From an optimization exercise on the open Yosys and OpenROAD flow, aimed at small area, a short achievable clock period and few clock cycles per item; shortcuts taken in it are not production practice. In this exercise RTL edits were held to simulation tests only and were not proved equivalent to the original.

===== design/flow/config.mk =====
export PLATFORM = sky130hd
export DESIGN_NAME = angle_frame
export DESIGN_NICKNAME = angle_frame
export VERILOG_FILES = /design/flow/design.v
export SDC_FILE = /design/flow/constraint.sdc
export NUM_CORES = 8
export LEC_CHECK = 0
export CAP_MARGIN = 20
export CORE_MARGIN = 2
export CORE_UTILIZATION = 40
export CTS_BUF_LIST = sky130_fd_sc_hd__clkbuf_16
export CTS_CLUSTER_DIAMETER = 80
export CTS_CLUSTER_SIZE = 24
export SETUP_SLACK_MARGIN = 4.8
export SLEW_MARGIN = 20
export SYNTH_MEMORY_MAX_BITS = 65536

===== design/flow/constraint.sdc =====
create_clock -name core_clock -period 8.0 [get_ports {clk}]
set_input_delay 1.6000 -clock core_clock [delete_from_list [all_inputs] [get_ports {clk}]]
set_output_delay 1.6000 -clock core_clock [all_outputs]
set_load 0.01 [all_outputs]

===== design/flow/design.v =====
module atang(
	input             clk,
	input             load,       
	input      [11:0] x,
	input      [11:0] y,
	output     [31:0] z,
	output            done        
    );
	reg  [32:0] xr;              
	reg  [34:0] rr;              
	reg  [31:0] zr;
	reg  [31:1] t;               
	reg  [16:0] oh;              
	reg         dn;              
	wire d = rr[34];             
	wire dx = ~dn;
	reg  [29:0] a;
	wire [29:0] anext = ({30{oh[0]}} & 30'h1C128E80) |
	                    ({30{oh[1]}} & 30'h0E400224) |
	                    ({30{oh[2]}} & 30'h0727154C) |
	                    ({30{oh[3]}} & 30'h03946F29) |
	                    ({30{oh[4]}} & 30'h01CA5435) |
	                    ({30{oh[5]}} & 30'h00E52D8D) |
	                    ({30{oh[6]}} & 30'h007296C6) |
	                    ({30{~t[7]}} & {1'b0, a[29:1]});
	wire [32:0] xmask;
	assign xmask[0] = 1'b0;
	assign xmask[1] = t[1];
	assign xmask[2] = t[2];
	assign xmask[3] = t[3];
	assign xmask[4] = t[4];
	assign xmask[5] = t[5];
	assign xmask[6] = t[6];
	assign xmask[7] = t[7];
	assign xmask[8] = t[8];
	assign xmask[9] = t[9];
	assign xmask[10] = t[10];
	assign xmask[11] = t[11];
	assign xmask[12] = t[12];
	assign xmask[13] = t[13];
	assign xmask[14] = t[14];
	assign xmask[15] = t[15];
	assign xmask[16] = t[16];
	assign xmask[17] = t[17];
	assign xmask[18] = t[18];
	assign xmask[19] = t[19];
	assign xmask[20] = t[20];
	assign xmask[21] = t[21];
	assign xmask[22] = t[22];
	assign xmask[23] = t[23];
	assign xmask[24] = t[24];
	assign xmask[25] = t[25];
	assign xmask[26] = t[26];
	assign xmask[27] = t[27];
	assign xmask[28] = t[28];
	assign xmask[29] = t[29];
	assign xmask[30] = t[30];
	assign xmask[32:31] = 2'b11;
	wire [32:0] xm = xr & xmask;
	wire [32:0] ysh;
	assign ysh[0] = (oh[0] & rr[1]) | (oh[1] & rr[3]) | (oh[2] & rr[5]) | (oh[3] & rr[7]) | (oh[4] & rr[9]) | (oh[5] & rr[11]) | (oh[6] & rr[13]) | (oh[7] & rr[15]) | (oh[8] & rr[17]) | (oh[9] & rr[19]) | (oh[10] & rr[21]) | (oh[11] & rr[23]) | (oh[12] & rr[25]) | (oh[13] & rr[27]) | (oh[14] & rr[29]) | (oh[15] & rr[31]) | (oh[16] & rr[33]) | (rr[34] & ~t[17]);
	assign ysh[1] = (oh[0] & rr[2]) | (oh[1] & rr[4]) | (oh[2] & rr[6]) | (oh[3] & rr[8]) | (oh[4] & rr[10]) | (oh[5] & rr[12]) | (oh[6] & rr[14]) | (oh[7] & rr[16]) | (oh[8] & rr[18]) | (oh[9] & rr[20]) | (oh[10] & rr[22]) | (oh[11] & rr[24]) | (oh[12] & rr[26]) | (oh[13] & rr[28]) | (oh[14] & rr[30]) | (oh[15] & rr[32]) | (rr[34] & ~t[16]);
	assign ysh[2] = (oh[0] & rr[3]) | (oh[1] & rr[5]) | (oh[2] & rr[7]) | (oh[3] & rr[9]) | (oh[4] & rr[11]) | (oh[5] & rr[13]) | (oh[6] & rr[15]) | (oh[7] & rr[17]) | (oh[8] & rr[19]) | (oh[9] & rr[21]) | (oh[10] & rr[23]) | (oh[11] & rr[25]) | (oh[12] & rr[27]) | (oh[13] & rr[29]) | (oh[14] & rr[31]) | (oh[15] & rr[33]) | (rr[34] & ~t[16]);
	assign ysh[3] = (oh[0] & rr[4]) | (oh[1] & rr[6]) | (oh[2] & rr[8]) | (oh[3] & rr[10]) | (oh[4] & rr[12]) | (oh[5] & rr[14]) | (oh[6] & rr[16]) | (oh[7] & rr[18]) | (oh[8] & rr[20]) | (oh[9] & rr[22]) | (oh[10] & rr[24]) | (oh[11] & rr[26]) | (oh[12] & rr[28]) | (oh[13] & rr[30]) | (oh[14] & rr[32]) | (rr[34] & ~t[15]);
	assign ysh[4] = (oh[0] & rr[5]) | (oh[1] & rr[7]) | (oh[2] & rr[9]) | (oh[3] & rr[11]) | (oh[4] & rr[13]) | (oh[5] & rr[15]) | (oh[6] & rr[17]) | (oh[7] & rr[19]) | (oh[8] & rr[21]) | (oh[9] & rr[23]) | (oh[10] & rr[25]) | (oh[11] & rr[27]) | (oh[12] & rr[29]) | (oh[13] & rr[31]) | (oh[14] & rr[33]) | (rr[34] & ~t[15]);
	assign ysh[5] = (oh[0] & rr[6]) | (oh[1] & rr[8]) | (oh[2] & rr[10]) | (oh[3] & rr[12]) | (oh[4] & rr[14]) | (oh[5] & rr[16]) | (oh[6] & rr[18]) | (oh[7] & rr[20]) | (oh[8] & rr[22]) | (oh[9] & rr[24]) | (oh[10] & rr[26]) | (oh[11] & rr[28]) | (oh[12] & rr[30]) | (oh[13] & rr[32]) | (rr[34] & ~t[14]);
	assign ysh[6] = (oh[0] & rr[7]) | (oh[1] & rr[9]) | (oh[2] & rr[11]) | (oh[3] & rr[13]) | (oh[4] & rr[15]) | (oh[5] & rr[17]) | (oh[6] & rr[19]) | (oh[7] & rr[21]) | (oh[8] & rr[23]) | (oh[9] & rr[25]) | (oh[10] & rr[27]) | (oh[11] & rr[29]) | (oh[12] & rr[31]) | (oh[13] & rr[33]) | (rr[34] & ~t[14]);
	assign ysh[7] = (oh[0] & rr[8]) | (oh[1] & rr[10]) | (oh[2] & rr[12]) | (oh[3] & rr[14]) | (oh[4] & rr[16]) | (oh[5] & rr[18]) | (oh[6] & rr[20]) | (oh[7] & rr[22]) | (oh[8] & rr[24]) | (oh[9] & rr[26]) | (oh[10] & rr[28]) | (oh[11] & rr[30]) | (oh[12] & rr[32]) | (rr[34] & ~t[13]);
	assign ysh[8] = (oh[0] & rr[9]) | (oh[1] & rr[11]) | (oh[2] & rr[13]) | (oh[3] & rr[15]) | (oh[4] & rr[17]) | (oh[5] & rr[19]) | (oh[6] & rr[21]) | (oh[7] & rr[23]) | (oh[8] & rr[25]) | (oh[9] & rr[27]) | (oh[10] & rr[29]) | (oh[11] & rr[31]) | (oh[12] & rr[33]) | (rr[34] & ~t[13]);
	assign ysh[9] = (oh[0] & rr[10]) | (oh[1] & rr[12]) | (oh[2] & rr[14]) | (oh[3] & rr[16]) | (oh[4] & rr[18]) | (oh[5] & rr[20]) | (oh[6] & rr[22]) | (oh[7] & rr[24]) | (oh[8] & rr[26]) | (oh[9] & rr[28]) | (oh[10] & rr[30]) | (oh[11] & rr[32]) | (rr[34] & ~t[12]);
	assign ysh[10] = (oh[0] & rr[11]) | (oh[1] & rr[13]) | (oh[2] & rr[15]) | (oh[3] & rr[17]) | (oh[4] & rr[19]) | (oh[5] & rr[21]) | (oh[6] & rr[23]) | (oh[7] & rr[25]) | (oh[8] & rr[27]) | (oh[9] & rr[29]) | (oh[10] & rr[31]) | (oh[11] & rr[33]) | (rr[34] & ~t[12]);
	assign ysh[11] = (oh[0] & rr[12]) | (oh[1] & rr[14]) | (oh[2] & rr[16]) | (oh[3] & rr[18]) | (oh[4] & rr[20]) | (oh[5] & rr[22]) | (oh[6] & rr[24]) | (oh[7] & rr[26]) | (oh[8] & rr[28]) | (oh[9] & rr[30]) | (oh[10] & rr[32]) | (rr[34] & ~t[11]);
	assign ysh[12] = (oh[0] & rr[13]) | (oh[1] & rr[15]) | (oh[2] & rr[17]) | (oh[3] & rr[19]) | (oh[4] & rr[21]) | (oh[5] & rr[23]) | (oh[6] & rr[25]) | (oh[7] & rr[27]) | (oh[8] & rr[29]) | (oh[9] & rr[31]) | (oh[10] & rr[33]) | (rr[34] & ~t[11]);
	assign ysh[13] = (oh[0] & rr[14]) | (oh[1] & rr[16]) | (oh[2] & rr[18]) | (oh[3] & rr[20]) | (oh[4] & rr[22]) | (oh[5] & rr[24]) | (oh[6] & rr[26]) | (oh[7] & rr[28]) | (oh[8] & rr[30]) | (oh[9] & rr[32]) | (rr[34] & ~t[10]);
	assign ysh[14] = (oh[0] & rr[15]) | (oh[1] & rr[17]) | (oh[2] & rr[19]) | (oh[3] & rr[21]) | (oh[4] & rr[23]) | (oh[5] & rr[25]) | (oh[6] & rr[27]) | (oh[7] & rr[29]) | (oh[8] & rr[31]) | (oh[9] & rr[33]) | (rr[34] & ~t[10]);
	assign ysh[15] = (oh[0] & rr[16]) | (oh[1] & rr[18]) | (oh[2] & rr[20]) | (oh[3] & rr[22]) | (oh[4] & rr[24]) | (oh[5] & rr[26]) | (oh[6] & rr[28]) | (oh[7] & rr[30]) | (oh[8] & rr[32]) | (rr[34] & ~t[9]);
	assign ysh[16] = (oh[0] & rr[17]) | (oh[1] & rr[19]) | (oh[2] & rr[21]) | (oh[3] & rr[23]) | (oh[4] & rr[25]) | (oh[5] & rr[27]) | (oh[6] & rr[29]) | (oh[7] & rr[31]) | (oh[8] & rr[33]) | (rr[34] & ~t[9]);
	assign ysh[17] = (oh[0] & rr[18]) | (oh[1] & rr[20]) | (oh[2] & rr[22]) | (oh[3] & rr[24]) | (oh[4] & rr[26]) | (oh[5] & rr[28]) | (oh[6] & rr[30]) | (oh[7] & rr[32]) | (rr[34] & ~t[8]);
	assign ysh[18] = (oh[0] & rr[19]) | (oh[1] & rr[21]) | (oh[2] & rr[23]) | (oh[3] & rr[25]) | (oh[4] & rr[27]) | (oh[5] & rr[29]) | (oh[6] & rr[31]) | (oh[7] & rr[33]) | (rr[34] & ~t[8]);
	assign ysh[19] = (oh[0] & rr[20]) | (oh[1] & rr[22]) | (oh[2] & rr[24]) | (oh[3] & rr[26]) | (oh[4] & rr[28]) | (oh[5] & rr[30]) | (oh[6] & rr[32]) | (rr[34] & ~t[7]);
	assign ysh[20] = (oh[0] & rr[21]) | (oh[1] & rr[23]) | (oh[2] & rr[25]) | (oh[3] & rr[27]) | (oh[4] & rr[29]) | (oh[5] & rr[31]) | (oh[6] & rr[33]) | (rr[34] & ~t[7]);
	assign ysh[21] = (oh[0] & rr[22]) | (oh[1] & rr[24]) | (oh[2] & rr[26]) | (oh[3] & rr[28]) | (oh[4] & rr[30]) | (oh[5] & rr[32]) | (rr[34] & ~t[6]);
	assign ysh[22] = (oh[0] & rr[23]) | (oh[1] & rr[25]) | (oh[2] & rr[27]) | (oh[3] & rr[29]) | (oh[4] & rr[31]) | (oh[5] & rr[33]) | (rr[34] & ~t[6]);
	assign ysh[23] = (oh[0] & rr[24]) | (oh[1] & rr[26]) | (oh[2] & rr[28]) | (oh[3] & rr[30]) | (oh[4] & rr[32]) | (rr[34] & ~t[5]);
	assign ysh[24] = (oh[0] & rr[25]) | (oh[1] & rr[27]) | (oh[2] & rr[29]) | (oh[3] & rr[31]) | (oh[4] & rr[33]) | (rr[34] & ~t[5]);
	assign ysh[25] = (oh[0] & rr[26]) | (oh[1] & rr[28]) | (oh[2] & rr[30]) | (oh[3] & rr[32]) | (rr[34] & ~t[4]);
	assign ysh[26] = (oh[0] & rr[27]) | (oh[1] & rr[29]) | (oh[2] & rr[31]) | (oh[3] & rr[33]) | (rr[34] & ~t[4]);
	assign ysh[27] = (oh[0] & rr[28]) | (oh[1] & rr[30]) | (oh[2] & rr[32]) | (rr[34] & ~t[3]);
	assign ysh[28] = (oh[0] & rr[29]) | (oh[1] & rr[31]) | (oh[2] & rr[33]) | (rr[34] & ~t[3]);
	assign ysh[29] = (oh[0] & rr[30]) | (oh[1] & rr[32]) | (rr[34] & ~t[2]);
	assign ysh[30] = (oh[0] & rr[31]) | (oh[1] & rr[33]) | (rr[34] & ~t[2]);
	assign ysh[31] = (oh[0] & rr[32]) | (rr[34] & ~t[1]);
	assign ysh[32] = (oh[0] & rr[33]) | (rr[34] & ~t[1]);
	wire [34:0] rnext;
	wire [32:0] xnext;
	wire [31:0] znext;
	add35 radd(.a({rr[33:0], 1'b0}), .b({2'b00, xm} ^ {35{~d}}), .ci(~d), .s(rnext));
	add33 xadd(.a(xr), .b(ysh ^ {33{dx}}), .ci(dx), .s(xnext));
	add32 zadd(.a(zr), .b({2'b00, a} ^ {32{dx}}), .ci(dx), .s(znext));
	wire [12:0] xy_sum, xy_dif;
	add13 sadd(.a({1'b0, x}), .b({1'b0, y}), .ci(1'b0), .s(xy_sum));
	add13 dadd(.a({1'b0, y}), .b(~{1'b0, x}), .ci(1'b1), .s(xy_dif));
	always @(posedge clk) begin
		t <= load ? 31'h7fffffff : {t[30:1], 1'b0};
		oh <= load ? 17'd1 : {oh[15:0], 1'b0};
		a <= load ? 30'h35214E63 : anext;
		dn <= load ? ~xy_dif[12] : ~rnext[34];
		if (load) begin
			xr <= {1'b0, xy_sum, 19'b0};
			rr <= {{3{xy_dif[12]}}, xy_dif, 19'b0};
			zr <= 32'h5A000000;
		end else begin
			xr <= xnext;
			rr <= rnext;
			zr <= znext;
		end
	end
	wire [14:0] zl = zr[14:0] ^ {15{dn}};
	assign done = ~|a[29:14] & (zl >= {a[13:0], 1'b0});
	assign z = zr;
endmodule
module add35(input [34:0] a, input [34:0] b, input ci, output [34:0] s);
	wire [34:0] p0 = a ^ b;
	wire [34:0] g0 = a & b;
	wire gc0 = g0[0] | (p0[0] & ci);
	wire gn1 = g0[1] | (p0[1] & gc0);
	wire gn2 = g0[3] | (p0[3] & g0[2]);
	wire pn2 = p0[3] & p0[2];
	wire gn3 = g0[5] | (p0[5] & g0[4]);
	wire pn3 = p0[5] & p0[4];
	wire gn4 = g0[7] | (p0[7] & g0[6]);
	wire pn4 = p0[7] & p0[6];
	wire gn5 = g0[9] | (p0[9] & g0[8]);
	wire pn5 = p0[9] & p0[8];
	wire gn6 = g0[11] | (p0[11] & g0[10]);
	wire pn6 = p0[11] & p0[10];
	wire gn7 = g0[13] | (p0[13] & g0[12]);
	wire pn7 = p0[13] & p0[12];
	wire gn8 = g0[15] | (p0[15] & g0[14]);
	wire pn8 = p0[15] & p0[14];
	wire gn9 = g0[17] | (p0[17] & g0[16]);
	wire pn9 = p0[17] & p0[16];
	wire gn10 = g0[19] | (p0[19] & g0[18]);
	wire pn10 = p0[19] & p0[18];
	wire gn11 = g0[21] | (p0[21] & g0[20]);
	wire pn11 = p0[21] & p0[20];
	wire gn12 = g0[23] | (p0[23] & g0[22]);
	wire pn12 = p0[23] & p0[22];
	wire gn13 = g0[25] | (p0[25] & g0[24]);
	wire pn13 = p0[25] & p0[24];
	wire gn14 = g0[27] | (p0[27] & g0[26]);
	wire pn14 = p0[27] & p0[26];
	wire gn15 = g0[29] | (p0[29] & g0[28]);
	wire pn15 = p0[29] & p0[28];
	wire gn16 = g0[31] | (p0[31] & g0[30]);
	wire pn16 = p0[31] & p0[30];
	wire gn17 = g0[33] | (p0[33] & g0[32]);
	wire pn17 = p0[33] & p0[32];
	wire gn18 = g0[2] | (p0[2] & gn1);
	wire gn19 = gn2 | (pn2 & gn1);
	wire gn20 = g0[6] | (p0[6] & gn3);
	wire pn20 = p0[6] & pn3;
	wire gn21 = gn4 | (pn4 & gn3);
	wire pn21 = pn4 & pn3;
	wire gn22 = g0[10] | (p0[10] & gn5);
	wire pn22 = p0[10] & pn5;
	wire gn23 = gn6 | (pn6 & gn5);
	wire pn23 = pn6 & pn5;
	wire gn24 = g0[14] | (p0[14] & gn7);
	wire pn24 = p0[14] & pn7;
	wire gn25 = gn8 | (pn8 & gn7);
	wire pn25 = pn8 & pn7;
	wire gn26 = g0[18] | (p0[18] & gn9);
	wire pn26 = p0[18] & pn9;
	wire gn27 = gn10 | (pn10 & gn9);
	wire pn27 = pn10 & pn9;
	wire gn28 = g0[22] | (p0[22] & gn11);
	wire pn28 = p0[22] & pn11;
	wire gn29 = gn12 | (pn12 & gn11);
	wire pn29 = pn12 & pn11;
	wire gn30 = g0[26] | (p0[26] & gn13);
	wire pn30 = p0[26] & pn13;
	wire gn31 = gn14 | (pn14 & gn13);
	wire pn31 = pn14 & pn13;
	wire gn32 = g0[30] | (p0[30] & gn15);
	wire pn32 = p0[30] & pn15;
	wire gn33 = gn16 | (pn16 & gn15);
	wire pn33 = pn16 & pn15;
	wire gn34 = g0[34] | (p0[34] & gn17);
	wire pn34 = p0[34] & pn17;
	wire gn35 = g0[4] | (p0[4] & gn19);
	wire gn36 = gn3 | (pn3 & gn19);
	wire gn37 = gn20 | (pn20 & gn19);
	wire gn38 = gn21 | (pn21 & gn19);
	wire gn39 = g0[12] | (p0[12] & gn23);
	wire pn39 = p0[12] & pn23;
	wire gn40 = gn7 | (pn7 & gn23);
	wire pn40 = pn7 & pn23;
	wire gn41 = gn24 | (pn24 & gn23);
	wire pn41 = pn24 & pn23;
	wire gn42 = gn25 | (pn25 & gn23);
	wire pn42 = pn25 & pn23;
	wire gn43 = g0[20] | (p0[20] & gn27);
	wire pn43 = p0[20] & pn27;
	wire gn44 = gn11 | (pn11 & gn27);
	wire pn44 = pn11 & pn27;
	wire gn45 = gn28 | (pn28 & gn27);
	wire pn45 = pn28 & pn27;
	wire gn46 = gn29 | (pn29 & gn27);
	wire pn46 = pn29 & pn27;
	wire gn47 = g0[28] | (p0[28] & gn31);
	wire pn47 = p0[28] & pn31;
	wire gn48 = gn15 | (pn15 & gn31);
	wire pn48 = pn15 & pn31;
	wire gn49 = gn32 | (pn32 & gn31);
	wire pn49 = pn32 & pn31;
	wire gn50 = gn33 | (pn33 & gn31);
	wire pn50 = pn33 & pn31;
	wire gn51 = g0[8] | (p0[8] & gn38);
	wire gn52 = gn5 | (pn5 & gn38);
	wire gn53 = gn22 | (pn22 & gn38);
	wire gn54 = gn23 | (pn23 & gn38);
	wire gn55 = gn39 | (pn39 & gn38);
	wire gn56 = gn40 | (pn40 & gn38);
	wire gn57 = gn41 | (pn41 & gn38);
	wire gn58 = gn42 | (pn42 & gn38);
	wire gn59 = g0[24] | (p0[24] & gn46);
	wire pn59 = p0[24] & pn46;
	wire gn60 = gn13 | (pn13 & gn46);
	wire pn60 = pn13 & pn46;
	wire gn61 = gn30 | (pn30 & gn46);
	wire pn61 = pn30 & pn46;
	wire gn62 = gn31 | (pn31 & gn46);
	wire pn62 = pn31 & pn46;
	wire gn63 = gn47 | (pn47 & gn46);
	wire pn63 = pn47 & pn46;
	wire gn64 = gn48 | (pn48 & gn46);
	wire pn64 = pn48 & pn46;
	wire gn65 = gn49 | (pn49 & gn46);
	wire pn65 = pn49 & pn46;
	wire gn66 = gn50 | (pn50 & gn46);
	wire pn66 = pn50 & pn46;
	wire gn67 = g0[16] | (p0[16] & gn58);
	wire gn68 = gn9 | (pn9 & gn58);
	wire gn69 = gn26 | (pn26 & gn58);
	wire gn70 = gn27 | (pn27 & gn58);
	wire gn71 = gn43 | (pn43 & gn58);
	wire gn72 = gn44 | (pn44 & gn58);
	wire gn73 = gn45 | (pn45 & gn58);
	wire gn74 = gn46 | (pn46 & gn58);
	wire gn75 = gn59 | (pn59 & gn58);
	wire gn76 = gn60 | (pn60 & gn58);
	wire gn77 = gn61 | (pn61 & gn58);
	wire gn78 = gn62 | (pn62 & gn58);
	wire gn79 = gn63 | (pn63 & gn58);
	wire gn80 = gn64 | (pn64 & gn58);
	wire gn81 = gn65 | (pn65 & gn58);
	wire gn82 = gn66 | (pn66 & gn58);
	wire gn83 = g0[32] | (p0[32] & gn82);
	wire gn84 = gn17 | (pn17 & gn82);
	wire gn85 = gn34 | (pn34 & gn82);
	wire [34:0] c;
	assign c[0] = ci;
	assign c[1] = gc0;
	assign c[2] = gn1;
	assign c[3] = gn18;
	assign c[4] = gn19;
	assign c[5] = gn35;
	assign c[6] = gn36;
	assign c[7] = gn37;
	assign c[8] = gn38;
	assign c[9] = gn51;
	assign c[10] = gn52;
	assign c[11] = gn53;
	assign c[12] = gn54;
	assign c[13] = gn55;
	assign c[14] = gn56;
	assign c[15] = gn57;
	assign c[16] = gn58;
	assign c[17] = gn67;
	assign c[18] = gn68;
	assign c[19] = gn69;
	assign c[20] = gn70;
	assign c[21] = gn71;
	assign c[22] = gn72;
	assign c[23] = gn73;
	assign c[24] = gn74;
	assign c[25] = gn75;
	assign c[26] = gn76;
	assign c[27] = gn77;
	assign c[28] = gn78;
	assign c[29] = gn79;
	assign c[30] = gn80;
	assign c[31] = gn81;
	assign c[32] = gn82;
	assign c[33] = gn83;
	assign c[34] = gn84;
	assign s = p0 ^ c;
endmodule
module add33(input [32:0] a, input [32:0] b, input ci, output [32:0] s);
	wire [32:0] p0 = a ^ b;
	wire [32:0] g0 = a & b;
	wire gc0 = g0[0] | (p0[0] & ci);
	wire gn1 = g0[1] | (p0[1] & gc0);
	wire gn2 = g0[3] | (p0[3] & g0[2]);
	wire pn2 = p0[3] & p0[2];
	wire gn3 = g0[5] | (p0[5] & g0[4]);
	wire pn3 = p0[5] & p0[4];
	wire gn4 = g0[7] | (p0[7] & g0[6]);
	wire pn4 = p0[7] & p0[6];
	wire gn5 = g0[9] | (p0[9] & g0[8]);
	wire pn5 = p0[9] & p0[8];
	wire gn6 = g0[11] | (p0[11] & g0[10]);
	wire pn6 = p0[11] & p0[10];
	wire gn7 = g0[13] | (p0[13] & g0[12]);
	wire pn7 = p0[13] & p0[12];
	wire gn8 = g0[15] | (p0[15] & g0[14]);
	wire pn8 = p0[15] & p0[14];
	wire gn9 = g0[17] | (p0[17] & g0[16]);
	wire pn9 = p0[17] & p0[16];
	wire gn10 = g0[19] | (p0[19] & g0[18]);
	wire pn10 = p0[19] & p0[18];
	wire gn11 = g0[21] | (p0[21] & g0[20]);
	wire pn11 = p0[21] & p0[20];
	wire gn12 = g0[23] | (p0[23] & g0[22]);
	wire pn12 = p0[23] & p0[22];
	wire gn13 = g0[25] | (p0[25] & g0[24]);
	wire pn13 = p0[25] & p0[24];
	wire gn14 = g0[27] | (p0[27] & g0[26]);
	wire pn14 = p0[27] & p0[26];
	wire gn15 = g0[29] | (p0[29] & g0[28]);
	wire pn15 = p0[29] & p0[28];
	wire gn16 = g0[31] | (p0[31] & g0[30]);
	wire pn16 = p0[31] & p0[30];
	wire gn17 = g0[2] | (p0[2] & gn1);
	wire gn18 = gn2 | (pn2 & gn1);
	wire gn19 = g0[6] | (p0[6] & gn3);
	wire pn19 = p0[6] & pn3;
	wire gn20 = gn4 | (pn4 & gn3);
	wire pn20 = pn4 & pn3;
	wire gn21 = g0[10] | (p0[10] & gn5);
	wire pn21 = p0[10] & pn5;
	wire gn22 = gn6 | (pn6 & gn5);
	wire pn22 = pn6 & pn5;
	wire gn23 = g0[14] | (p0[14] & gn7);
	wire pn23 = p0[14] & pn7;
	wire gn24 = gn8 | (pn8 & gn7);
	wire pn24 = pn8 & pn7;
	wire gn25 = g0[18] | (p0[18] & gn9);
	wire pn25 = p0[18] & pn9;
	wire gn26 = gn10 | (pn10 & gn9);
	wire pn26 = pn10 & pn9;
	wire gn27 = g0[22] | (p0[22] & gn11);
	wire pn27 = p0[22] & pn11;
	wire gn28 = gn12 | (pn12 & gn11);
	wire pn28 = pn12 & pn11;
	wire gn29 = g0[26] | (p0[26] & gn13);
	wire pn29 = p0[26] & pn13;
	wire gn30 = gn14 | (pn14 & gn13);
	wire pn30 = pn14 & pn13;
	wire gn31 = g0[30] | (p0[30] & gn15);
	wire pn31 = p0[30] & pn15;
	wire gn32 = gn16 | (pn16 & gn15);
	wire pn32 = pn16 & pn15;
	wire gn33 = g0[4] | (p0[4] & gn18);
	wire gn34 = gn3 | (pn3 & gn18);
	wire gn35 = gn19 | (pn19 & gn18);
	wire gn36 = gn20 | (pn20 & gn18);
	wire gn37 = g0[12] | (p0[12] & gn22);
	wire pn37 = p0[12] & pn22;
	wire gn38 = gn7 | (pn7 & gn22);
	wire pn38 = pn7 & pn22;
	wire gn39 = gn23 | (pn23 & gn22);
	wire pn39 = pn23 & pn22;
	wire gn40 = gn24 | (pn24 & gn22);
	wire pn40 = pn24 & pn22;
	wire gn41 = g0[20] | (p0[20] & gn26);
	wire pn41 = p0[20] & pn26;
	wire gn42 = gn11 | (pn11 & gn26);
	wire pn42 = pn11 & pn26;
	wire gn43 = gn27 | (pn27 & gn26);
	wire pn43 = pn27 & pn26;
	wire gn44 = gn28 | (pn28 & gn26);
	wire pn44 = pn28 & pn26;
	wire gn45 = g0[28] | (p0[28] & gn30);
	wire pn45 = p0[28] & pn30;
	wire gn46 = gn15 | (pn15 & gn30);
	wire pn46 = pn15 & pn30;
	wire gn47 = gn31 | (pn31 & gn30);
	wire pn47 = pn31 & pn30;
	wire gn48 = gn32 | (pn32 & gn30);
	wire pn48 = pn32 & pn30;
	wire gn49 = g0[8] | (p0[8] & gn36);
	wire gn50 = gn5 | (pn5 & gn36);
	wire gn51 = gn21 | (pn21 & gn36);
	wire gn52 = gn22 | (pn22 & gn36);
	wire gn53 = gn37 | (pn37 & gn36);
	wire gn54 = gn38 | (pn38 & gn36);
	wire gn55 = gn39 | (pn39 & gn36);
	wire gn56 = gn40 | (pn40 & gn36);
	wire gn57 = g0[24] | (p0[24] & gn44);
	wire pn57 = p0[24] & pn44;
	wire gn58 = gn13 | (pn13 & gn44);
	wire pn58 = pn13 & pn44;
	wire gn59 = gn29 | (pn29 & gn44);
	wire pn59 = pn29 & pn44;
	wire gn60 = gn30 | (pn30 & gn44);
	wire pn60 = pn30 & pn44;
	wire gn61 = gn45 | (pn45 & gn44);
	wire pn61 = pn45 & pn44;
	wire gn62 = gn46 | (pn46 & gn44);
	wire pn62 = pn46 & pn44;
	wire gn63 = gn47 | (pn47 & gn44);
	wire pn63 = pn47 & pn44;
	wire gn64 = gn48 | (pn48 & gn44);
	wire pn64 = pn48 & pn44;
	wire gn65 = g0[16] | (p0[16] & gn56);
	wire gn66 = gn9 | (pn9 & gn56);
	wire gn67 = gn25 | (pn25 & gn56);
	wire gn68 = gn26 | (pn26 & gn56);
	wire gn69 = gn41 | (pn41 & gn56);
	wire gn70 = gn42 | (pn42 & gn56);
	wire gn71 = gn43 | (pn43 & gn56);
	wire gn72 = gn44 | (pn44 & gn56);
	wire gn73 = gn57 | (pn57 & gn56);
	wire gn74 = gn58 | (pn58 & gn56);
	wire gn75 = gn59 | (pn59 & gn56);
	wire gn76 = gn60 | (pn60 & gn56);
	wire gn77 = gn61 | (pn61 & gn56);
	wire gn78 = gn62 | (pn62 & gn56);
	wire gn79 = gn63 | (pn63 & gn56);
	wire gn80 = gn64 | (pn64 & gn56);
	wire gn81 = g0[32] | (p0[32] & gn80);
	wire [32:0] c;
	assign c[0] = ci;
	assign c[1] = gc0;
	assign c[2] = gn1;
	assign c[3] = gn17;
	assign c[4] = gn18;
	assign c[5] = gn33;
	assign c[6] = gn34;
	assign c[7] = gn35;
	assign c[8] = gn36;
	assign c[9] = gn49;
	assign c[10] = gn50;
	assign c[11] = gn51;
	assign c[12] = gn52;
	assign c[13] = gn53;
	assign c[14] = gn54;
	assign c[15] = gn55;
	assign c[16] = gn56;
	assign c[17] = gn65;
	assign c[18] = gn66;
	assign c[19] = gn67;
	assign c[20] = gn68;
	assign c[21] = gn69;
	assign c[22] = gn70;
	assign c[23] = gn71;
	assign c[24] = gn72;
	assign c[25] = gn73;
	assign c[26] = gn74;
	assign c[27] = gn75;
	assign c[28] = gn76;
	assign c[29] = gn77;
	assign c[30] = gn78;
	assign c[31] = gn79;
	assign c[32] = gn80;
	assign s = p0 ^ c;
endmodule
module add32(input [31:0] a, input [31:0] b, input ci, output [31:0] s);
	wire [31:0] p0 = a ^ b;
	wire [31:0] g0 = a & b;
	wire gc0 = g0[0] | (p0[0] & ci);
	wire gn1 = g0[1] | (p0[1] & gc0);
	wire gn2 = g0[3] | (p0[3] & g0[2]);
	wire pn2 = p0[3] & p0[2];
	wire gn3 = g0[5] | (p0[5] & g0[4]);
	wire pn3 = p0[5] & p0[4];
	wire gn4 = g0[7] | (p0[7] & g0[6]);
	wire pn4 = p0[7] & p0[6];
	wire gn5 = g0[9] | (p0[9] & g0[8]);
	wire pn5 = p0[9] & p0[8];
	wire gn6 = g0[11] | (p0[11] & g0[10]);
	wire pn6 = p0[11] & p0[10];
	wire gn7 = g0[13] | (p0[13] & g0[12]);
	wire pn7 = p0[13] & p0[12];
	wire gn8 = g0[15] | (p0[15] & g0[14]);
	wire pn8 = p0[15] & p0[14];
	wire gn9 = g0[17] | (p0[17] & g0[16]);
	wire pn9 = p0[17] & p0[16];
	wire gn10 = g0[19] | (p0[19] & g0[18]);
	wire pn10 = p0[19] & p0[18];
	wire gn11 = g0[21] | (p0[21] & g0[20]);
	wire pn11 = p0[21] & p0[20];
	wire gn12 = g0[23] | (p0[23] & g0[22]);
	wire pn12 = p0[23] & p0[22];
	wire gn13 = g0[25] | (p0[25] & g0[24]);
	wire pn13 = p0[25] & p0[24];
	wire gn14 = g0[27] | (p0[27] & g0[26]);
	wire pn14 = p0[27] & p0[26];
	wire gn15 = g0[29] | (p0[29] & g0[28]);
	wire pn15 = p0[29] & p0[28];
	wire gn16 = g0[31] | (p0[31] & g0[30]);
	wire pn16 = p0[31] & p0[30];
	wire gn17 = g0[2] | (p0[2] & gn1);
	wire gn18 = gn2 | (pn2 & gn1);
	wire gn19 = g0[6] | (p0[6] & gn3);
	wire pn19 = p0[6] & pn3;
	wire gn20 = gn4 | (pn4 & gn3);
	wire pn20 = pn4 & pn3;
	wire gn21 = g0[10] | (p0[10] & gn5);
	wire pn21 = p0[10] & pn5;
	wire gn22 = gn6 | (pn6 & gn5);
	wire pn22 = pn6 & pn5;
	wire gn23 = g0[14] | (p0[14] & gn7);
	wire pn23 = p0[14] & pn7;
	wire gn24 = gn8 | (pn8 & gn7);
	wire pn24 = pn8 & pn7;
	wire gn25 = g0[18] | (p0[18] & gn9);
	wire pn25 = p0[18] & pn9;
	wire gn26 = gn10 | (pn10 & gn9);
	wire pn26 = pn10 & pn9;
	wire gn27 = g0[22] | (p0[22] & gn11);
	wire pn27 = p0[22] & pn11;
	wire gn28 = gn12 | (pn12 & gn11);
	wire pn28 = pn12 & pn11;
	wire gn29 = g0[26] | (p0[26] & gn13);
	wire pn29 = p0[26] & pn13;
	wire gn30 = gn14 | (pn14 & gn13);
	wire pn30 = pn14 & pn13;
	wire gn31 = g0[30] | (p0[30] & gn15);
	wire pn31 = p0[30] & pn15;
	wire gn32 = gn16 | (pn16 & gn15);
	wire pn32 = pn16 & pn15;
	wire gn33 = g0[4] | (p0[4] & gn18);
	wire gn34 = gn3 | (pn3 & gn18);
	wire gn35 = gn19 | (pn19 & gn18);
	wire gn36 = gn20 | (pn20 & gn18);
	wire gn37 = g0[12] | (p0[12] & gn22);
	wire pn37 = p0[12] & pn22;
	wire gn38 = gn7 | (pn7 & gn22);
	wire pn38 = pn7 & pn22;
	wire gn39 = gn23 | (pn23 & gn22);
	wire pn39 = pn23 & pn22;
	wire gn40 = gn24 | (pn24 & gn22);
	wire pn40 = pn24 & pn22;
	wire gn41 = g0[20] | (p0[20] & gn26);
	wire pn41 = p0[20] & pn26;
	wire gn42 = gn11 | (pn11 & gn26);
	wire pn42 = pn11 & pn26;
	wire gn43 = gn27 | (pn27 & gn26);
	wire pn43 = pn27 & pn26;
	wire gn44 = gn28 | (pn28 & gn26);
	wire pn44 = pn28 & pn26;
	wire gn45 = g0[28] | (p0[28] & gn30);
	wire pn45 = p0[28] & pn30;
	wire gn46 = gn15 | (pn15 & gn30);
	wire pn46 = pn15 & pn30;
	wire gn47 = gn31 | (pn31 & gn30);
	wire pn47 = pn31 & pn30;
	wire gn48 = gn32 | (pn32 & gn30);
	wire pn48 = pn32 & pn30;
	wire gn49 = g0[8] | (p0[8] & gn36);
	wire gn50 = gn5 | (pn5 & gn36);
	wire gn51 = gn21 | (pn21 & gn36);
	wire gn52 = gn22 | (pn22 & gn36);
	wire gn53 = gn37 | (pn37 & gn36);
	wire gn54 = gn38 | (pn38 & gn36);
	wire gn55 = gn39 | (pn39 & gn36);
	wire gn56 = gn40 | (pn40 & gn36);
	wire gn57 = g0[24] | (p0[24] & gn44);
	wire pn57 = p0[24] & pn44;
	wire gn58 = gn13 | (pn13 & gn44);
	wire pn58 = pn13 & pn44;
	wire gn59 = gn29 | (pn29 & gn44);
	wire pn59 = pn29 & pn44;
	wire gn60 = gn30 | (pn30 & gn44);
	wire pn60 = pn30 & pn44;
	wire gn61 = gn45 | (pn45 & gn44);
	wire pn61 = pn45 & pn44;
	wire gn62 = gn46 | (pn46 & gn44);
	wire pn62 = pn46 & pn44;
	wire gn63 = gn47 | (pn47 & gn44);
	wire pn63 = pn47 & pn44;
	wire gn64 = gn48 | (pn48 & gn44);
	wire pn64 = pn48 & pn44;
	wire gn65 = g0[16] | (p0[16] & gn56);
	wire gn66 = gn9 | (pn9 & gn56);
	wire gn67 = gn25 | (pn25 & gn56);
	wire gn68 = gn26 | (pn26 & gn56);
	wire gn69 = gn41 | (pn41 & gn56);
	wire gn70 = gn42 | (pn42 & gn56);
	wire gn71 = gn43 | (pn43 & gn56);
	wire gn72 = gn44 | (pn44 & gn56);
	wire gn73 = gn57 | (pn57 & gn56);
	wire gn74 = gn58 | (pn58 & gn56);
	wire gn75 = gn59 | (pn59 & gn56);
	wire gn76 = gn60 | (pn60 & gn56);
	wire gn77 = gn61 | (pn61 & gn56);
	wire gn78 = gn62 | (pn62 & gn56);
	wire gn79 = gn63 | (pn63 & gn56);
	wire gn80 = gn64 | (pn64 & gn56);
	wire [31:0] c;
	assign c[0] = ci;
	assign c[1] = gc0;
	assign c[2] = gn1;
	assign c[3] = gn17;
	assign c[4] = gn18;
	assign c[5] = gn33;
	assign c[6] = gn34;
	assign c[7] = gn35;
	assign c[8] = gn36;
	assign c[9] = gn49;
	assign c[10] = gn50;
	assign c[11] = gn51;
	assign c[12] = gn52;
	assign c[13] = gn53;
	assign c[14] = gn54;
	assign c[15] = gn55;
	assign c[16] = gn56;
	assign c[17] = gn65;
	assign c[18] = gn66;
	assign c[19] = gn67;
	assign c[20] = gn68;
	assign c[21] = gn69;
	assign c[22] = gn70;
	assign c[23] = gn71;
	assign c[24] = gn72;
	assign c[25] = gn73;
	assign c[26] = gn74;
	assign c[27] = gn75;
	assign c[28] = gn76;
	assign c[29] = gn77;
	assign c[30] = gn78;
	assign c[31] = gn79;
	assign s = p0 ^ c;
endmodule
module add13(input [12:0] a, input [12:0] b, input ci, output [12:0] s);
	wire [12:0] p0 = a ^ b;
	wire [12:0] g0 = a & b;
	wire gc0 = g0[0] | (p0[0] & ci);
	wire gn1 = g0[1] | (p0[1] & gc0);
	wire gn2 = g0[3] | (p0[3] & g0[2]);
	wire pn2 = p0[3] & p0[2];
	wire gn3 = g0[5] | (p0[5] & g0[4]);
	wire pn3 = p0[5] & p0[4];
	wire gn4 = g0[7] | (p0[7] & g0[6]);
	wire pn4 = p0[7] & p0[6];
	wire gn5 = g0[9] | (p0[9] & g0[8]);
	wire pn5 = p0[9] & p0[8];
	wire gn6 = g0[11] | (p0[11] & g0[10]);
	wire pn6 = p0[11] & p0[10];
	wire gn7 = g0[2] | (p0[2] & gn1);
	wire gn8 = gn2 | (pn2 & gn1);
	wire gn9 = g0[6] | (p0[6] & gn3);
	wire pn9 = p0[6] & pn3;
	wire gn10 = gn4 | (pn4 & gn3);
	wire pn10 = pn4 & pn3;
	wire gn11 = g0[10] | (p0[10] & gn5);
	wire pn11 = p0[10] & pn5;
	wire gn12 = gn6 | (pn6 & gn5);
	wire pn12 = pn6 & pn5;
	wire gn13 = g0[4] | (p0[4] & gn8);
	wire gn14 = gn3 | (pn3 & gn8);
	wire gn15 = gn9 | (pn9 & gn8);
	wire gn16 = gn10 | (pn10 & gn8);
	wire gn17 = g0[12] | (p0[12] & gn12);
	wire pn17 = p0[12] & pn12;
	wire gn18 = g0[8] | (p0[8] & gn16);
	wire gn19 = gn5 | (pn5 & gn16);
	wire gn20 = gn11 | (pn11 & gn16);
	wire gn21 = gn12 | (pn12 & gn16);
	wire gn22 = gn17 | (pn17 & gn16);
	wire [12:0] c;
	assign c[0] = ci;
	assign c[1] = gc0;
	assign c[2] = gn1;
	assign c[3] = gn7;
	assign c[4] = gn8;
	assign c[5] = gn13;
	assign c[6] = gn14;
	assign c[7] = gn15;
	assign c[8] = gn16;
	assign c[9] = gn18;
	assign c[10] = gn19;
	assign c[11] = gn20;
	assign c[12] = gn21;
	assign s = p0 ^ c;
endmodule
module conv_dec_ascii(
	input  [16:0] d_in,
	output [20:0] digits     
    );
	wire [6:0] i = d_in[16:10];
	wire [9:0] f = d_in[9:0];
	wire [13:0] m1 = {1'b0, f, 3'b0} + {3'b0, f, 1'b0};
	wire [13:0] m2 = {1'b0, m1[9:0], 3'b0} + {3'b0, m1[9:0], 1'b0};
	wire [13:0] m3 = {1'b0, m2[9:0], 3'b0} + {3'b0, m2[9:0], 1'b0};
	wire [3:0] qh = m1[13:10];
	wire [3:0] qt = m2[13:10];
	wire [3:0] qo = m3[13:10];
	wire [3:0] it = (i >= 7'd120) ? 4'd12 : (i >= 7'd110) ? 4'd11 : (i >= 7'd100) ? 4'd10 :
	                (i >= 7'd90) ? 4'd9 : (i >= 7'd80) ? 4'd8 : (i >= 7'd70) ? 4'd7 :
	                (i >= 7'd60) ? 4'd6 : (i >= 7'd50) ? 4'd5 : (i >= 7'd40) ? 4'd4 :
	                (i >= 7'd30) ? 4'd3 : (i >= 7'd20) ? 4'd2 : (i >= 7'd10) ? 4'd1 : 4'd0;
	wire [6:0] io = i - {it, 3'b0} - {2'b0, it, 1'b0};
	wire       ih = it[3] & (it[2] | it[1]);
	wire [8:0] ti = {ih, ih ? it - 4'd10 : it, io[3:0]};
	assign digits = {ti, qh, qt, qo};
endmodule
module CRC(
	input  [20:0] digits,    
	output [7:0]  crc
    );
	function [7:0] crc8;
		input [47:0] m;
		integer k;
		reg [7:0] c;
		reg fb;
		begin
			c = 8'h80;
			for (k = 47; k >= 0; k = k - 1) begin
				fb = c[7] ^ m[k];
				c = {c[6:0], 1'b0} ^ (fb ? 8'h31 : 8'h00);
			end
			crc8 = c;
		end
	endfunction
	wire [47:0] text = {7'b0011000, digits[20], 4'h3, digits[19:16], 4'h3, digits[15:12],
	                    4'h3, digits[11:8], 4'h3, digits[7:4], 4'h3, digits[3:0]};
	assign crc = crc8(text);
endmodule
module angle_frame(
	input clk,
	input rst,
	input start,
	input [11:0] x,
	input [11:0] y,
	output [55:0] frame,
	output frame_valid
    );
	reg        busy;
	reg        valid;
	reg  [20:0] dig;
	reg  [7:0]  crc_hi;          
	wire [31:0] z;
	wire [20:0] dig_next;
	wire [7:0]  crc_hi_next, crc_lo, crc_0;
	wire        done;
	atang Arctg_alg(.clk(clk), .load(start), .x(x), .y(y), .z(z), .done(done));
	conv_dec_ascii Conversie(.d_in(z[31:15]), .digits(dig_next));
	CRC crc_a(.digits({dig_next[20:4], 4'd0}), .crc(crc_hi_next));
	CRC crc_b(.digits({17'd0, dig[3:0]}), .crc(crc_lo));
	CRC crc_c(.digits(21'd0), .crc(crc_0));
	wire last = done;
	always @(posedge clk) begin
		dig <= dig_next;
		crc_hi <= crc_hi_next;
		if (rst) begin
			busy  <= 1'b0;
			valid <= 1'b0;
		end else begin
			busy  <= start | (busy & ~last);
			valid <= busy & last;
		end
	end
	assign frame = {7'b0011000, dig[20], 4'h3, dig[19:16], 4'h3, dig[15:12],
	                4'h3, dig[11:8], 4'h3, dig[7:4], 4'h3, dig[3:0],
	                crc_hi ^ crc_lo ^ crc_0};
	assign frame_valid = valid;
endmodule

===== design/flow/flow/run.sh =====
#!/bin/bash
# Layout flow: the standard synthesis, then the combinational logic
# (everything but the flip-flops, which keep their names and cells) is
# re-mapped by ABC with an area-recovering script; then the standard
# layout from the netlist, with sky130_fd_sc_hd__buf_2 port buffers.
# Every tool's output goes to a log file in this folder.
set -euo pipefail
bash standard.sh synth > flow_synth.log 2>&1
R=orfs/results/sky130hd/angle_frame/base
cp $R/1_2_yosys.v $R/1_2_yosys_standard.v
LIB=$FLOW_HOME/platforms/sky130hd/lib/sky130_fd_sc_hd__tt_025C_1v80.lib
sed -e "s#@IN@#$R/1_2_yosys_standard.v#" -e "s#@OUT@#$R/1_2_yosys.v#" \
    -e "s#@LIB@#$LIB#g" -e "s#@ABC@#flow/resynth.abc#" flow/resynth.ys > resynth.ys
yosys -l yosys_resynth.log -q resynth.ys > /dev/null 2>&1
bash standard.sh BUFFER_PORTS_ARGS="-buffer_cell sky130_fd_sc_hd__buf_2" finish > flow_finish.log 2>&1

===== design/flow/flow/resynth.abc =====
strash
dch
map -B 0.2
topo
stime -c
upsize -c
dnsize -c

===== design/flow/flow/resynth.ys =====
read_liberty -overwrite -ignore_miss_func @LIB@
read_verilog -overwrite @IN@
hierarchy -top angle_frame
setattr -mod -set keep_hierarchy 1 sky130_fd_sc_hd__df*
flatten
opt_clean
abc -script @ABC@ -liberty @LIB@ -dont_use sky130_fd_sc_hd__lpflow_bleeder_1 -dont_use sky130_fd_sc_hd__lpflow_clkbufkapwr_1 -dont_use sky130_fd_sc_hd__lpflow_clkbufkapwr_16 -dont_use sky130_fd_sc_hd__lpflow_clkbufkapwr_2 -dont_use sky130_fd_sc_hd__lpflow_clkbufkapwr_4 -dont_use sky130_fd_sc_hd__lpflow_clkbufkapwr_8 -dont_use sky130_fd_sc_hd__lpflow_clkinvkapwr_1 -dont_use sky130_fd_sc_hd__lpflow_clkinvkapwr_16 -dont_use sky130_fd_sc_hd__lpflow_clkinvkapwr_2 -dont_use sky130_fd_sc_hd__lpflow_clkinvkapwr_4 -dont_use sky130_fd_sc_hd__lpflow_clkinvkapwr_8 -dont_use sky130_fd_sc_hd__lpflow_decapkapwr_12 -dont_use sky130_fd_sc_hd__lpflow_decapkapwr_3 -dont_use sky130_fd_sc_hd__lpflow_decapkapwr_4 -dont_use sky130_fd_sc_hd__lpflow_decapkapwr_6 -dont_use sky130_fd_sc_hd__lpflow_decapkapwr_8 -dont_use sky130_fd_sc_hd__lpflow_inputiso0n_1 -dont_use sky130_fd_sc_hd__lpflow_inputiso0p_1 -dont_use sky130_fd_sc_hd__lpflow_inputiso1n_1 -dont_use sky130_fd_sc_hd__lpflow_inputiso1p_1 -dont_use sky130_fd_sc_hd__lpflow_inputisolatch_1 -dont_use sky130_fd_sc_hd__lpflow_isobufsrc_1 -dont_use sky130_fd_sc_hd__lpflow_isobufsrc_16 -dont_use sky130_fd_sc_hd__lpflow_isobufsrc_2 -dont_use sky130_fd_sc_hd__lpflow_isobufsrc_4 -dont_use sky130_fd_sc_hd__lpflow_isobufsrc_8 -dont_use sky130_fd_sc_hd__lpflow_isobufsrckapwr_16 -dont_use sky130_fd_sc_hd__lpflow_lsbuf_lh_hl_isowell_tap_1 -dont_use sky130_fd_sc_hd__lpflow_lsbuf_lh_hl_isowell_tap_2 -dont_use sky130_fd_sc_hd__lpflow_lsbuf_lh_hl_isowell_tap_4 -dont_use sky130_fd_sc_hd__lpflow_lsbuf_lh_isowell_4 -dont_use sky130_fd_sc_hd__lpflow_lsbuf_lh_isowell_tap_1 -dont_use sky130_fd_sc_hd__lpflow_lsbuf_lh_isowell_tap_2 -dont_use sky130_fd_sc_hd__lpflow_lsbuf_lh_isowell_tap_4 -dont_use sky130_fd_sc_hd__probe_p_8 -dont_use sky130_fd_sc_hd__probec_p_8 
opt_clean -purge
hilomap -singleton -hicell sky130_fd_sc_hd__conb_1 HI -locell sky130_fd_sc_hd__conb_1 LO
setundef -zero
splitnets
opt_clean -purge
stat -liberty @LIB@
delete =sky130_fd_sc_hd__*
write_verilog -noattr -noexpr -nohex -nodec @OUT@

===== design/flow/standard.sh =====
#!/bin/bash
# synth_recipe.tcl (not shown) runs the flow's synth.tcl, then flattens the netlist and writes it again
# the make line also repeats each setting of config.mk as NAME=value (left out here)
make -C /OpenROAD-flow-scripts/flow DESIGN_CONFIG=/design/flow/config.mk WORK_HOME=/design/flow/orfs CLKGATE_MAP_FILE= SYNTH_SCRIPT=/design/flow/synth_recipe.tcl "${@:-finish}"

==> summary.md, run 1 <==
| Metric | Value |
|---|---|
| Area of the multi-input gates | 11,000 um^2 |
| Rows | 72 |
| Placeable Area | 38,900 um^2 |
| Hold Violations, Final | 0 |
| Critical Path RT | 8.44 ns |
| RSZ-0062 raised after global routing | yes |
| Die Wd | 203 um |
| Starting Density | 0.407 |
| Ratio of cells with drive above 1 in the final layout | 0.170 |
| H-tree depth | 1 |
| Final Util | 0.481 |
| Hold Buf Count CTS | 0 |
| Slew Limit Fails | 0 |
| Antenna violations before repair | 0 |
| Rel. slew slack | 0.388 |
| DR iter-0 viols | 1,139 |
| Fin Setup TNS | 0 ns |
| CP max FO | 3 |
| Post-Syn Area | 15,900 um^2 |
| Die ar. | 41,200 um^2 |
| Slew @ Worst Pin | 0.911 ns |
| Crit start category | primary input |
| Longest Clk Path Bufs | 3 |
| Clk root buf | clkbuf_16 |
| Crit path DAT | 3.75 ns |
| Clock Latency Late Sink | 0.54 ns |
| Post-Route Skew | 0.0291 ns |
| NumNets Final | 2,666 |
| Fin Hold WS | 0.436 ns |
| Ys Warns | 3 |
| Clock tree sinks | 207 |
| Final min period | 3.30 ns |
| FF/Latch Area | 4240 um^2 |
| Routed len/inst | 16.8 um |
| Gate Count Post-Synth | 2,473 |
| CTS tree | built |
| Drt drc | 0 |
| N_diodes | 0 |
| 1st-pass router iterations | 6 |
| Worst-path clk slew | 0.07 ns |
| Detailed Place HPWL | 37.4 mm |
| F_max | 303 MHz |
| Fill cell count | 4,051 |
| Final WL | 53.3 mm |
| Largest net degree at the start of global routing | 97 |
| Hold WC Path Type | flop to flop |
| Avg Vias per Cell | 5.49 |
| Area Overhead vs Synth | 18.0% |
| DR vias | 17,400 |
| Setup violations, final | 0 |
| MaxCap Viol Count | 0 |
| Syn_area_per_cell | 6.41 um^2 |
| Kind of critical path | primary input to flop |
| GRT overflow | 0 |
| ANT nets after route | 0 |
| Die height | 203 um |
| First-pass GRT wire length | 84.6 mm |
| Tcrit/Tclk final | 0.413 |
| GRT Total Usage | 0.252 |
| Status | no timing/DRC/antenna violations |
| PortBufs | 56 |
| GPL Wtd Cong | 0.955 |
| Io pins | 84 |
| Vias in the first global route | 16,500 |
| Num CTS Buffers | 19 |
| Critical Path End Type | flop |
[area by class of cell]
| type | instances | area share |
|---|---|---|
| clock inverters | 14 | 0.00862 |
| clock buffers | 19 | 0.0254 |
| multi-input cells | 1995 | 0.586 |
| repair buffers | 120 | 0.0523 |
| inverters | 295 | 0.0657 |
| well taps | 518 | 0.0346 |
| flip-flops and latches | 207 | 0.227 |
| repair inverters | 1 | 0.000602 |
[flip-flops by register name, summed over array words and instances, names as in the netlist]
name          count
Arctg_alg.a      30
Arctg_alg.dn      1
Arctg_alg.oh     16
Arctg_alg.rr     34
Arctg_alg.t      30
Arctg_alg.xr     33
Arctg_alg.zr     32
busy              1
crc_hi            8
dig              21
valid             1
[per-stage QoR]
step	cell area (um^2)	setup slack, ns	cells
2_1_floorplan	16100	4.58	2498
3_3_place_gp	17100	3.92	3079
3_5_place_dp	17100	3.86	3079
4_1_cts	18200	4.70	3150
5_1_grt	18700	4.54	3169
6_report	18700	4.70	3169
[critical path: stages]
cell and delay, ns:
buf_12 0.11, nor2_4 0.11, a21oi_4 0.04, o21ai_2 0.18, nor2_2 0.07, buf_4 0.14, buf_6 0.10, buf_6 0.10
buf_6 0.10, buf_6 0.10, buf_6 0.10, buf_6 0.11, buf_6 0.10, buf_6 0.11, buf_6 0.11, buf_6 0.10
buf_6 0.10, buf_6 0.10, buf_6 0.10, o22ai_2 0.15
[worst paths after layout]
| check | from | slack [ns] | cells after the start | endpoint |
|---|---|---|---|---|
| worst max register to register | Arctg_alg.oh[8] | 4.90 | 16 | Arctg_alg.xr[31] |
| worst max-delay path | x[1] | 4.70 | 20 | Arctg_alg.xr[22] |
| worst min-delay path | Arctg_alg.t[22] | 0.44 | 1 | Arctg_alg.t[23] |
| worst min register to register | Arctg_alg.t[22] | 0.44 | 1 | Arctg_alg.t[23] |
[repair_timing]
item | in CTS | in global routing
pin swaps | 14 | 33
cloned | 0 | 2
gates resized for setup | 64 | 119
setup endpoints to repair | 73 | 52
setup buffers | 38 | 17
[layer usage]
metal	up-vias	GRT usage	wire length, um
met5	-	0	0
met4	0	0.100	2240
met3	159	0.0292	3420
met2	612	0.442	25000
met1	7936	0.313	22600
li1	8678	-	-
[cell usage in the layout, fill, tap and decap left out, types with 44 or more instances in the layout]
cell	n
a21oi_1	119
a22oi_1	49
buf_2	51
clkinv_1	241
dfxtp_1	163
nand2_1	625
nand3_1	159
nand4_1	63
nor2_1	286
o21ai_0	86
o22ai_1	44
xnor2_1	56
xor2_1	83
Testbench counts, summed over its fixed seeds: cycles 159,356, frames 8,000.
==> run 2: changes to the inputs <==
--- a/design/flow/config.mk
+++ b/design/flow/config.mk
@@ -11,6 +11,6 @@
 export CTS_BUF_LIST = sky130_fd_sc_hd__clkbuf_16
 export CTS_CLUSTER_DIAMETER = 80
 export CTS_CLUSTER_SIZE = 24
-export SETUP_SLACK_MARGIN = 4.8
+export SETUP_SLACK_MARGIN = 4.0
 export SLEW_MARGIN = 20
 export SYNTH_MEMORY_MAX_BITS = 65536
==> run 2 against run 1 <==
Core utilization decreased by 3.0 points; clock skew decreased by 0.0062 ns; non-clock buffer count decreased by 58; critical path depth decreased by 5; synthesized cell count unchanged; cell area decreased by 6.3%; via count decreased by 1.6%; sequential share of layout area increased by 1.0 points; global-route usage decreased by 0.76 points; critical endpoint is now Arctg_alg.xr[31].
==> summary.md, run 2 <==
| Metric | Value |
|---|---|
| GRT Total Usage | 0.244 (was 0.252) |
| GRT overflow | 0 (unchanged) |
| Hold Violations, Final | 0 (unchanged) |
| Hold Buf Count CTS | 0 (unchanged) |
| MaxCap Viol Count | 0 (unchanged) |
| Clk root buf | clkbuf_16 (unchanged) |
| Drt drc | 0 (unchanged) |
| RSZ-0062 raised after global routing | no (was yes) |
| Io pins | 84 (unchanged) |
| Post-Route Skew | 0.0229 ns (was 0.0291 ns) |
| Antenna violations before repair | 0 (unchanged) |
| ANT nets after route | 0 (unchanged) |
| Crit start category | flop (was primary input) |
| Gate Count Post-Synth | 2,473 (unchanged) |
| Critical Path RT | 8.43 ns (was 8.44 ns) |
| Area Overhead vs Synth | 10.6% (was 18.0%) |
| Slew Limit Fails | 0 (unchanged) |
| CTS tree | built (unchanged) |
| Longest Clk Path Bufs | 3 (unchanged) |
| Post-CTS Resized | 0 (was 64) |
| Final min period | 3.76 ns (was 3.30 ns) |
| Commonest non-fill, non-tap cell in the layout | nand2_1 (unchanged) |
| Fin Setup TNS | 0 ns (unchanged) |
| First-pass GRT wire length | 82.4 mm (was 84.6 mm) |
| Kind of critical path | flop to flop (was primary input to flop) |
| N_diodes | 0 (unchanged) |
| Ys Warns | 3 (unchanged) |
| Crit path DAT | 4.19 ns (was 3.75 ns) |
| DR iter-0 viols | 1,426 (was 1,139) |
| F_max | 266 MHz (was 303 MHz) |
| Slew @ Worst Pin | 0.846 ns (was 0.911 ns) |
| CP max FO | 14 (was 3) |
| Largest net degree at the start of global routing | 97 (unchanged) |
| Worst-path clk slew | 0.07 ns (about the same) |
| PortBufs | 56 (unchanged) |
| Worst slack, placed | 3.94 ns (was 3.86 ns) |
| Clock Latency Late Sink | 0.53 ns (was 0.54 ns) |
| H-tree depth | 1 (unchanged) |
| Non-Filler Instances | 3,107 (was 3,169) |
| Vias in the first global route | 16,300 (was 16,500) |
| Largest register FFs | 34 (unchanged) |
| NumNets Final | 2,606 (was 2,666) |
| Rows | 72 (unchanged) |
| Setup violations, final | 0 (unchanged) |
| Largest Register | Arctg_alg.rr (unchanged) |
| Die ar. | 41,200 um^2 (unchanged) |
| Die Wd | 203 um (unchanged) |
| Post-Place Cells | 3,077 (was 3,079) |
| Rel. slew slack | 0.435 (was 0.388) |
| Largest regs | Arctg_alg.rr: 34 flops, Arctg_alg.xr: 33 flops, Arctg_alg.zr: 32 flops (unchanged) |
| DR vias | 17,100 (was 17,400) |
| GPL Wtd Cong | 0.932 (was 0.955) |
| Critical Path End Type | flop (unchanged) |
| 1st-pass router iterations | 6 (unchanged) |
| Tcrit/Tclk final | 0.470 (was 0.413) |
| Post-Syn Area | 15,900 um^2 (unchanged) |
| Worst r2r src | Arctg_alg.rr[30] (was Arctg_alg.oh[8]) |
| Num CTS Buffers | 18 (was 19) |
| Final WL | 50.3 mm (was 53.3 mm) |
| Avg Vias per Cell | 5.50 (was 5.49) |
| Starting Density | 0.407 (unchanged) |
| Clock tree sinks | 207 (unchanged) |
| Routed len/inst | 16.2 um (was 16.8 um) |
| Most frequent cells in the layout | 640 x nand2_1, 298 x nor2_1, 250 x clkinv_1 (was 625 x nand2_1, 286 x nor2_1, 241 x clkinv_1) |
| Placeable Area | 38,900 um^2 (unchanged) |
| Status | no timing/DRC/antenna violations (unchanged) |
| Final WS setup | 4.24 ns (was 4.70 ns) |
| Detailed Place HPWL | 36.6 mm (was 37.4 mm) |
| Post-CTS setup buffer count | 0 (was 38) |
| Hold WC Path Type | flop to flop (unchanged) |
| Hold path startpoint | Arctg_alg.t[29] (was Arctg_alg.t[22]) |
| Die height | 203 um (unchanged) |
| Ratio of cells with drive above 1 in the final layout | 0.106 (was 0.170) |
| Syn_area_per_cell | 6.41 um^2 (unchanged) |
| CP startpoint | Arctg_alg.rr[30] (was x[1]) |
-- run 2: cell types whose count changed in the layout (fill, tap and decap cells not counted), sizes merged --
cell      change
buf          -57
clkbuf        -1
clkinv        +7
clkinvlp      -7
inv           -4
-- run 2: worst max-delay path, cell delays in order (launching register included) --
cell,delay [ns]
dfxtp_1,0.85
clkinv_1,0.40
o21ai_0,0.31
nor2_1,0.09
nand4_1,0.20
xnor3_1,0.30
nand4_1,0.15
nand2_2,0.09
nand2_2,0.20
nand3_2,0.23
a31oi_4,0.27
o21bai_4,0.10
nand3_2,0.12
nand3_1,0.11
a21oi_1,0.17
nor2_1,0.06
-- run 2: area by class of cell --
type | count | area [um^2]
fill | 4090 | 21400
multi-input combinational | 1995 | 10600
sequential | 207 | 4160
inverter | 295 | 1180
tap | 518 | 648
clock buffer | 19 | 475
timing repair buffer | 62 | 339
clock inverter | 11 | 116
-- run 2: layer usage --
layer	vias up	routed length (um)	part of all wire	GRT usage
met2	622	22800	0.45	0.408
met3	171	3810	0.076	0.0398
met1	7765	21400	0.42	0.308
met4	0	2380	0.047	0.111
met5	-	0	0	0
li1	8545	-	-	-
-- run 2: path summary, 6_finish.rpt --
path	to	slack (ns)	depth (start not counted)
max	Arctg_alg.xr[31]	4.24	15
min	Arctg_alg.t[30]	0.44	1
max reg2reg	Arctg_alg.xr[31]	4.24	15
min reg2reg	Arctg_alg.t[30]	0.44	1
-- run 2: metrics by stage --
step                       util  instance area, um^2  hold WS, ns
after floorplan               -                16000        0.415
after global placement    0.435                16900        0.417
after detailed placement  0.435                16900        0.422
after CTS                 0.450                17500        0.438
after global routing      0.451                17500        0.457
final                     0.451                17500        0.437
==> run 3: changes to the inputs <==
--- a/design/flow/config.mk
+++ b/design/flow/config.mk
@@ -11,6 +11,6 @@
 export CTS_BUF_LIST = sky130_fd_sc_hd__clkbuf_16
 export CTS_CLUSTER_DIAMETER = 80
 export CTS_CLUSTER_SIZE = 24
-export SETUP_SLACK_MARGIN = 4.0
+export SETUP_SLACK_MARGIN = 4.7
 export SLEW_MARGIN = 20
 export SYNTH_MEMORY_MAX_BITS = 65536
==> run 3 against run 2 <==
Hold slack better by 0.0072 ns; critical path depth is 4 higher; wire length rose by 4.4%; setup slack improved by 0.60 ns; sequential share of layout area shrank 0.62 points; cell count is 1.3% higher; count of clock-buffer cells in the layout fell by 2; core utilization increased by 1.9 points.
==> summary.md, run 3 <==
| Metric | Value |
|---|---|
| RSZ-0062 raised after global routing | yes (was no) |
| Largest regs | Arctg_alg.rr: 34 flops, Arctg_alg.xr: 33 flops, Arctg_alg.zr: 32 flops (unchanged) |
| FF/Latch Area | 4220 um^2 (was 4160 um^2) |
| Final WL | 52.5 mm (was 50.3 mm) |
| H-tree depth | 1 (unchanged) |
| GRT Total Usage | 0.251 (was 0.244) |
| DR vias | 17,300 (was 17,100) |
| Fin Setup TNS | 0 ns (unchanged) |
| Placeable Area | 38,900 um^2 (unchanged) |
| Final WS setup | 4.84 ns (was 4.24 ns) |
| Slew @ Worst Pin | 0.868 ns (was 0.846 ns) |
| CTS tree | built (unchanged) |
| N_diodes | 0 (unchanged) |
| ANT nets after route | 0 (unchanged) |
| Hold path startpoint | Arctg_alg.t[26] (was Arctg_alg.t[29]) |
| Clock Latency Late Sink | 0.54 ns (was 0.53 ns) |
| Avg Vias per Cell | 5.49 (was 5.50) |
| DR iter-0 viols | 1,302 (was 1,426) |
| NumNets Final | 2,646 (was 2,606) |
| Post-Route Skew | 0.0174 ns (was 0.0229 ns) |
| Gate Count Post-Synth | 2,473 (unchanged) |
| Vias in the first global route | 16,300 (about the same) |
| Detailed Place HPWL | 37.7 mm (was 36.6 mm) |
| Area of the multi-input gates | 10,800 um^2 (was 10,600 um^2) |
| Largest register FFs | 34 (unchanged) |
| Die ar. | 41,200 um^2 (unchanged) |
| Status | no timing/DRC/antenna violations (unchanged) |
| PortBufs | 56 (unchanged) |
| Area Overhead vs Synth | 15.2% (was 10.6%) |
| CP max FO | 5 (was 14) |
| GPL Wtd Cong | 0.982 (was 0.932) |
| Die Wd | 203 um (unchanged) |
| Slowest CP cell | o21ai_2 (was dfxtp_1) |
| Slew Limit Fails | 0 (unchanged) |
| Starting Density | 0.407 (unchanged) |
| Fin Hold WS | 0.444 ns (was 0.437 ns) |
| Io pins | 84 (unchanged) |
| Clock tree sinks | 207 (unchanged) |
| Largest net degree at the start of global routing | 97 (unchanged) |
| Largest Register | Arctg_alg.rr (unchanged) |
| GRT overflow | 0 (unchanged) |
| Tcrit/Tclk final | 0.395 (was 0.470) |
| First-pass GRT wire length | 83.9 mm (was 82.4 mm) |
| Hold WC Path Type | flop to flop (unchanged) |
## run 3: worst paths after layout
| kind | to | cells past startpoint | slack, ns |
|---|---|---|---|
| min reg2reg | Arctg_alg.t[27] | 1 | 0.44 |
| max reg2reg | Arctg_alg.xr[32] | 15 | 4.86 |
| min | Arctg_alg.t[27] | 1 | 0.44 |
| max | Arctg_alg.xr[26] | 19 | 4.84 |
## run 3: what timing repair did
| item | 4_1_cts | 5_1_grt |
|---|---|---|
| endpoints found under the hold margin | 0 | 0 |
| gates resized for setup | 41 | 77 |
| pin swaps | 14 | 25 |
| buffers inserted | 24 | 15 |
| setup endpoints to repair | 55 | 34 |
## run 3: cell type report
| class | instances | share of cell area |
|---|---|---|
| Clock buffer | 17 | 0.0233 |
| Inverter | 295 | 0.0666 |
| Tap cell | 518 | 0.0355 |
| Clock inverter | 13 | 0.00842 |
| Multi-Input combinational cell | 1995 | 0.593 |
| Sequential cell | 207 | 0.231 |
| Timing Repair Buffer | 103 | 0.0426 |
## run 3: metrics by stage
step | utilization | instance area (um^2)
2_1_floorplan | - | 16000
3_5_place_dp | 0.437 | 17000
5_1_grt | 0.469 | 18300
4_1_cts | 0.461 | 17900
3_3_place_gp | 0.437 | 17000
6_report | 0.469 | 18300
## run 3: worst max-delay path: cells and delay by family
kind | cells | cell delay (ns)
AOI/OAI and AO/OA | 5 | 0.51
and+or+nand+nor | 7 | 0.63
buffers and inverters | 7 | 0.84
## run 3: per-layer routing
layer,up-vias,routed length [um],share of wire,GRT usage
li1,8611,-,-,-
met1,7920,22200,0.42,0.305
met2,581,24500,0.47,0.445
met3,176,3450,0.066,0.0348
met4,0,2350,0.045,0.101
met5,-,0,0,0

-- port drivers added, routing unchanged --
The results above use ideal ports. As a check the final layouts listed here were re-extracted and re-timed, cells and wires unchanged.
Step 1, drivers: a clkbuf_16 drives clk and a buf_2 each remaining input, both assumed.
Step 2, shift: input delay + t, output delay - t, t = (earliest + latest rising clock arrival at the registers) / 2. This alone moves slack from input paths to output paths.
Slacks: no drivers / after step 1 / after step 2; pairs: no drivers / after step 1.
run	t (ns)	setup slack, ns	worst hold slack (ns)
run 1	0.581	4.695 / 4.706 / 4.125	0.436 / 0.436 / 0.436
run 2	0.581	4.240 / 4.240 / 3.968	0.437 / 0.437 / 0.437
run 3	0.581	4.837 / 4.789 / 4.262	0.444 / 0.444 / 0.444
After both steps every run listed still meets setup and hold. For run 3, which loses most, drivers alone change the setup slack by -0.048 ns; drivers and shift together by -0.575 ns.
